Source: an optimization exercise on an open RTL-to-GDS flow (aim: small area). Production flows keep margins and buffers that such runs may drop. At most, simulation tests tie the RTL to the original design; equivalence was not proved. Power is estimated from default activity; no workload was simulated.

## cedar
Design ws_systolic_array, start of the top module:
module ws_systolic_array # (
    parameter DATA_WIDTH = 8
)
(
    input                           clk         ,
    input                           rstn        ,
    input                           i_start     ,
    input       [DATA_WIDTH-1 : 0]  i_w_col_1   ,    
    input       [DATA_WIDTH-1 : 0]  i_w_col_2   ,    
    input       [DATA_WIDTH-1 : 0]  i_w_col_3   ,    
    input       [DATA_WIDTH-1 : 0]  i_w_col_4   ,    
    input       [DATA_WIDTH-1 : 0]  i_f_row_1   ,    
    input       [DATA_WIDTH-1 : 0]  i_f_row_2   ,    
    input       [DATA_WIDTH-1 : 0]  i_f_row_3   ,    
    input       [DATA_WIDTH-1 : 0]  i_f_row_4   ,    
    output    [2*DATA_WIDTH-1 : 0]  o_p_col_1   ,    
    output    [2*DATA_WIDTH-1 : 0]  o_p_col_2   ,    
    output    [2*DATA_WIDTH-1 : 0]  o_p_col_3   ,    
    output    [2*DATA_WIDTH-1 : 0]  o_p_col_4        
);
    localparam DW = DATA_WIDTH;
    reg                 r_load;
    reg     [1 : 0]     r_cnt;
    always @ (posedge clk) begin
        if (!rstn) begin
            r_load <= 1'b0;
            r_cnt  <= 2'd0;
        end else if (r_load) begin
  ...
For scale: roughly 2700 cells after synthesis, roughly 130 I/O pins.
Settings: LEC_CHECK=0, CAP_MARGIN=0, CORE_MARGIN=2, CORE_UTILIZATION=55, GPL_TIMING_DRIVEN=0, SETUP_SLACK_MARGIN=-0.25, SLEW_MARGIN=0, SYNTH_HIERARCHICAL=1, SYNTH_MINIMUM_KEEP_SIZE=0; clock period 7.5 ns.
standard.sh (not shown) runs the stock make flow with config.mk's settings and CLKGATE_MAP_FILE= SYNTH_SCRIPT=/design/flow/synth_recipe.tcl, a recipe that flattens the netlist after the stock synthesis.
==> flow/flow/run.sh <==
#!/bin/bash
# The standard layout (standard.sh, unchanged synthesis), with two changes:
# the port buffers use the smallest buffer cell, and the clock tree is built
# without dummy loads.  make's output goes to standard.log.
set -euo pipefail
cd "$(dirname "$0")/.."
bash standard.sh \
  "BUFFER_PORTS_ARGS=-buffer_cell sky130_fd_sc_hd__buf_1" \
  "CTS_ARGS=-sink_clustering_enable -repair_clock_nets -dont_use_dummy_load -buf_list sky130_fd_sc_hd__clkbuf_4 -sink_clustering_size 9 -sink_clustering_max_diameter 45" \
  finish > standard.log 2>&1
Completing all stages was not enough for cedar: its layout failed the final checks because of setup timing.
Inputs modified between cedar and ember:
- changing SETUP_SLACK_MARGIN from -0.25 to -0.1
==> comparison <==
- No crash in cedar: every stage finished, but the layout fails its final checks due to setup timing.
- Per the final summary, ember finished and its layout is clean on timing, DRC and antenna.
- [compare] base=cedar new=ember: filler-free cell count of the finished design held steady, final-layout setup total negative slack increased 0.035 ns, antenna diode count now smaller, detailed-router iteration count before antenna repair decreased 1.
- Taking cedar as the reference, in ember final core utilization comparable, per-cell via count in the routed design saw little to no change, non-clock buffer count now sits at about the same level, routed wire length stayed essentially flat, wire length on met2 did not really move.
### ember -> quartz
- SETUP_SLACK_MARGIN no longer set, was -0.1
==> notes.md <==
Looking at ember and quartz, the aggregate global-route resource usage is a wash.
quartz vs. ember: power consumption did not really move; I/O pin count flat.
Diff ember -> quartz: final area has increased, utilization +0.23 points, final cell count now sits at about the same level.
### quartz -> maple
-- flow/flow/run.sh --
<<< quartz, line 9
  "CTS_ARGS=-sink_clustering_enable -repair_clock_nets -dont_use_dummy_load -buf_list sky130_fd_sc_hd__clkbuf_4 -sink_clustering_size 9 -sink_clustering_max_diameter 45" \
>>> maple, line 9
  "CTS_ARGS=-sink_clustering_enable -repair_clock_nets -dont_use_dummy_load -buf_list {sky130_fd_sc_hd__clkbuf_2 sky130_fd_sc_hd__clkbuf_4} -sink_clustering_size 6 -sink_clustering_max_diameter 30" \
### Flow results
maple: full flow OK, the timing, design-rule and antenna checks passed
quartz → maple: setup slack fell 0.042 ns, via count went up by about 0.5%, pin slew with the least headroom to its limit went up by 0.013 ns, multi-input gate count closely matched the old numbers.
From quartz to maple the numbers moved as follows: maximum vdd drop -about 21%, number of clock buffer instances in the layout went up 33, sequential share of cell area saw little to no change, share of total power in the clock network increased 4.3 points.

* * *

== job 4521 ==
Starting RTL as in the previous note.
==> flow/design.v (excerpt) <==
module ws_systolic_array # (
    parameter DATA_WIDTH = 8
)
(
    input                           clk         ,
    input                           rstn        ,
    input                           i_start     ,
    input       [DATA_WIDTH-1 : 0]  i_w_col_1   ,    
    input       [DATA_WIDTH-1 : 0]  i_w_col_2   ,    
    input       [DATA_WIDTH-1 : 0]  i_w_col_3   ,    
    input       [DATA_WIDTH-1 : 0]  i_w_col_4   ,    
    input       [DATA_WIDTH-1 : 0]  i_f_row_1   ,    
    input       [DATA_WIDTH-1 : 0]  i_f_row_2   ,    
    input       [DATA_WIDTH-1 : 0]  i_f_row_3   ,    
    input       [DATA_WIDTH-1 : 0]  i_f_row_4   ,    
    output    [2*DATA_WIDTH-1 : 0]  o_p_col_1   ,    
    output    [2*DATA_WIDTH-1 : 0]  o_p_col_2   ,    
    output    [2*DATA_WIDTH-1 : 0]  o_p_col_3   ,    
    output    [2*DATA_WIDTH-1 : 0]  o_p_col_4        
);
export LEC_CHECK = 0
export CAP_MARGIN = 0
export CORE_MARGIN = 2
export CORE_UTILIZATION = 55
export GPL_TIMING_DRIVEN = 0
export SETUP_SLACK_MARGIN = -0.1
export SLEW_MARGIN = 0
export SYNTH_HIERARCHICAL = 1
export SYNTH_MINIMUM_KEEP_SIZE = 0
create_clock -name core_clock -period 7.5 [get_ports {clk}]
==> flow/flow/run.sh <==
#!/bin/bash
# The standard layout (standard.sh, unchanged synthesis), with two changes:
# the port buffers use the smallest buffer cell, and the clock tree is built
# without dummy loads.  make's output goes to standard.log.
set -euo pipefail
cd "$(dirname "$0")/.."
bash standard.sh \
  "BUFFER_PORTS_ARGS=-buffer_cell sky130_fd_sc_hd__buf_1" \
  "CTS_ARGS=-sink_clustering_enable -repair_clock_nets -dont_use_dummy_load -buf_list sky130_fd_sc_hd__clkbuf_4 -sink_clustering_size 11 -sink_clustering_max_diameter 45" \
  finish > standard.log 2>&1
Input-level comparison between job 4214 and job 4521:
Settings: a change of CORE_UTILIZATION from 55 to 60; an added PLACE_DENSITY of 0.7.
==> flow/flow/run.sh <==
#!/bin/bash
# The standard layout (standard.sh, unchanged synthesis), with two changes:
# the port buffers use the smallest buffer cell, and the clock tree is built
# without dummy loads.  make's output goes to standard.log.
set -euo pipefail
cd "$(dirname "$0")/.."
bash standard.sh \
  "BUFFER_PORTS_ARGS=-buffer_cell sky130_fd_sc_hd__buf_1" \
  "CTS_ARGS=-sink_clustering_enable -repair_clock_nets -dont_use_dummy_load -buf_list sky130_fd_sc_hd__clkbuf_4 -sink_clustering_size 9 -sink_clustering_max_diameter 45" \
  finish > standard.log 2>&1
- Job 4214 reached the end of the flow, and the finished layout is clean on the timing, design-rule and antenna checks.
- Job 4214 vs job 4521 — power consumption climbed slightly
- From job 4521 to job 4214 the numbers moved as follows: clock group share of total power shows an increase of 0.3 points, via count increased 2.1%, final wirelength went down about 1.4%, filler-free cell count of the finished design shows a reduction of 2.1%, first-iteration DRC count roughly the same.

* * *

Another version of the RTL of ws_systolic_array (not shown whole).
Size in the first run: about 130 I/O pins.
Settings: LEC_CHECK=0, CAP_MARGIN=20, CORE_MARGIN=2, CORE_UTILIZATION=40, GPL_TIMING_DRIVEN=0, SLEW_MARGIN=20, SYNTH_HIERARCHICAL=1, SYNTH_MINIMUM_KEEP_SIZE=0; clock period 7.5 ns.
==> flow/flow/run.sh <==
#!/bin/bash
# The standard layout (standard.sh, unchanged synthesis), with two changes:
# the port buffers use the smallest buffer cell, and the clock tree is built
# without dummy loads.  make's output goes to standard.log.
set -euo pipefail
cd "$(dirname "$0")/.."
bash standard.sh \
  "BUFFER_PORTS_ARGS=-buffer_cell sky130_fd_sc_hd__buf_1" \
  "CTS_ARGS=-sink_clustering_enable -repair_clock_nets -dont_use_dummy_load" \
  finish > standard.log 2>&1
Change:
--- a/flow/flow/run.sh
+++ b/flow/flow/run.sh
@@ -7,4 +7,4 @@
 bash standard.sh \
   "BUFFER_PORTS_ARGS=-buffer_cell sky130_fd_sc_hd__buf_1" \
-  "CTS_ARGS=-sink_clustering_enable -repair_clock_nets -dont_use_dummy_load" \
+  "CTS_ARGS=-sink_clustering_enable -repair_clock_nets -dont_use_dummy_load -sink_clustering_size 30 -sink_clustering_max_diameter 100" \
   finish > standard.log 2>&1
What happened: Die area is unchanged. Utilization is lower by 0.54 points. Combinational power barely changes. Sequential share of layout area climbs by 0.31 points. Cell area drops by about 1.2%. Global-route usage decreases by 0.26 points. Clock-buffer cell count came out lower by 21. Synthesized area stays the same. Sequential power is about the same.
Function was not checked in any run of this note: the RTL went through the layout flow alone.

* * *

== build 58 ==
Another version of the RTL of ws_systolic_array (not shown whole).
Size in the first run: ~2700 cells after synthesis, about 350 flip-flops, about 130 I/O pins.
==> flow/config.mk <==
export PLATFORM = sky130hd
export DESIGN_NAME = ws_systolic_array
export DESIGN_NICKNAME = ws_systolic_array
export VERILOG_FILES = /design/flow/design.v
export SDC_FILE = /design/flow/constraint.sdc
export NUM_CORES = 4
export LEC_CHECK = 0
export CAP_MARGIN = 0
export CORE_MARGIN = 2
export CORE_UTILIZATION = 40
export GPL_TIMING_DRIVEN = 0
export SLEW_MARGIN = 0
export SYNTH_HIERARCHICAL = 1
export SYNTH_MINIMUM_KEEP_SIZE = 0
==> flow/constraint.sdc <==
create_clock -name core_clock -period 7.5 [get_ports {clk}]
set_input_delay 1.5000 -clock core_clock [delete_from_list [all_inputs] [get_ports {clk}]]
set_output_delay 1.5000 -clock core_clock [all_outputs]
set_load 0.01 [all_outputs]
==> flow/flow/run.sh <==
#!/bin/bash
# The standard layout (standard.sh, unchanged synthesis), with two changes:
# the port buffers use the smallest buffer cell, and the clock tree is built
# without dummy loads.  make's output goes to standard.log.
set -euo pipefail
cd "$(dirname "$0")/.."
bash standard.sh \
  "BUFFER_PORTS_ARGS=-buffer_cell sky130_fd_sc_hd__buf_1" \
  "CTS_ARGS=-sink_clustering_enable -repair_clock_nets -dont_use_dummy_load -buf_list sky130_fd_sc_hd__clkbuf_4 -sink_clustering_size 9 -sink_clustering_max_diameter 45" \
  finish > standard.log 2>&1
Build 58: full flow OK, the timing, design-rule and antenna checks passed
Here is what was changed in the inputs of build 29 compared with build 58.
Settings: swapping 0 for 20 in SLEW_MARGIN; swapping 0 for 20 in CAP_MARGIN; swapping 40 for 55 in CORE_UTILIZATION.
Results
First-iteration DRC count essentially unchanged between build 29 and build 58.
Build 58 ended up with more cell instances than build 29 did.
First-pass GRT wire length: build 29 < build 58
Build 29 vs build 58, termination of the worst setup path: r_p[1][15] vs r_p[4][15]
In the flow results for build 58 and build 29, the sequential fraction of design power is larger on build 29.
Lower number of ordinary and repair buffers in the finished layout goes to build 58 over build 29.
Count of vias placed by the detailed router of build 58 is on par with build 29.
Going from build 58 to build 29, design area decreased 1.1%; final total power saw a decrease.
In the tables for build 58 and build 29, met2 global-route usage reads higher with build 29.
For routed length per placed instance, dividing the value from build 58 by the value from build 29 gives 0.940.
> inputs changed (build 29 -> build 85)
Settings: CAP_MARGIN now 0, was 20; SLEW_MARGIN now 0, was 20.
Notes after the runs:
- Delta (build 85 minus build 29): worst hold slack shows an increase of 4.6 ps, count of clock buffers in the final design has increased, total global-route track usage increased 0.20 points.
Input-level comparison between build 39 and build 85:
Settings: changing CAP_MARGIN from 0 to 20; changing CORE_UTILIZATION from 55 to 40; changing SLEW_MARGIN from 0 to 20.
Results
In build 39, the total placed cells including tap cells came out about 8% above the value in build 85.
Final critical-path required period (build 39 over build 85): decrease, 73 ps
Higher sequential share of power among build 39 and build 85: build 85
## Diff of input files: build 15 against build 39
Settings: SLEW_MARGIN changed from 20 to 0; CAP_MARGIN changed from 20 to 0; CORE_UTILIZATION changed from 40 to 50.
## What came out
Having completed the whole flow, build 39 delivered a layout that passed the timing, design-rule and antenna checks. Build 15 | stages: all done | timing, DRC, antenna: all pass. Taking build 39 as the reference point, the slew of the pin with the lowest slew margin of build 15 falls by 16 ps. Re count of vias placed by the detailed router: build 15 is 340 up on build 39. Between build 39 and build 15, the difference in relative contribution of combinational cells to total power is negligible. Taking build 39 as the reference, in build 15 global-route usage climbed 5.6 points, reported sequential group power closely matched the old numbers, per-cell via count in the routed design rose about 9%. On detailed placement HPWL, build 39 loses to build 15.

[port drivers added, routing unchanged]
Ports are ideal in the flow. The routed layouts listed here were re-timed in OpenROAD. Step 1: set_driving_cell puts a clkbuf_16 on clk and a buf_2 on each other input, an assumption about the parent block. Step 2 times the ports against the registers' clock, not the clock port: input delays grow and output delays shrink by t, the midpoint of the rising clock arrivals with the driver on. Slacks: ideal / step 1 / step 2; pairs: ideal / step 1.
run | t, ns | slack for setup (ns) | worst setup path after step 2
cedar | 0.901 | -0.035 / -0.035 / -0.194 | input to register
ember | 0.898 | 0.183 / 0.183 / -0.193 | input to register
quartz | 0.901 | 0.245 / 0.245 / -0.080 | input to register
maple | 0.883 | 0.203 / 0.203 / -0.102 | input to register
job 4521 | 0.910 | 0.119 / 0.119 / -0.201 | input to register
job 4214 | 0.892 | 0.118 / 0.118 / -0.241 | input to register
the first run of note 3 | 0.647 | 0.271 / 0.282 / -0.341 | input to register
the second run of note 3 | 0.645 | 0.291 / 0.291 / -0.270 | input to register
build 58 | 0.908 | 0.214 / 0.214 / -0.300 | input to register
build 29 | 0.875 | 0.105 / 0.105 / -0.428 | input to register
build 85 | 0.849 | 0.199 / 0.199 / -0.410 | input to register
build 39 | 0.870 | 0.272 / 0.272 / -0.164 | input to register
build 15 | 0.882 | 0.229 / 0.229 / -0.278 | input to register
Met with ideal ports but missed after step 2: setup timing in 12 of these runs. For the first run of note 3, which loses most, drivers alone change the setup slack by +0.011 ns; drivers and shift together by -0.612 ns.
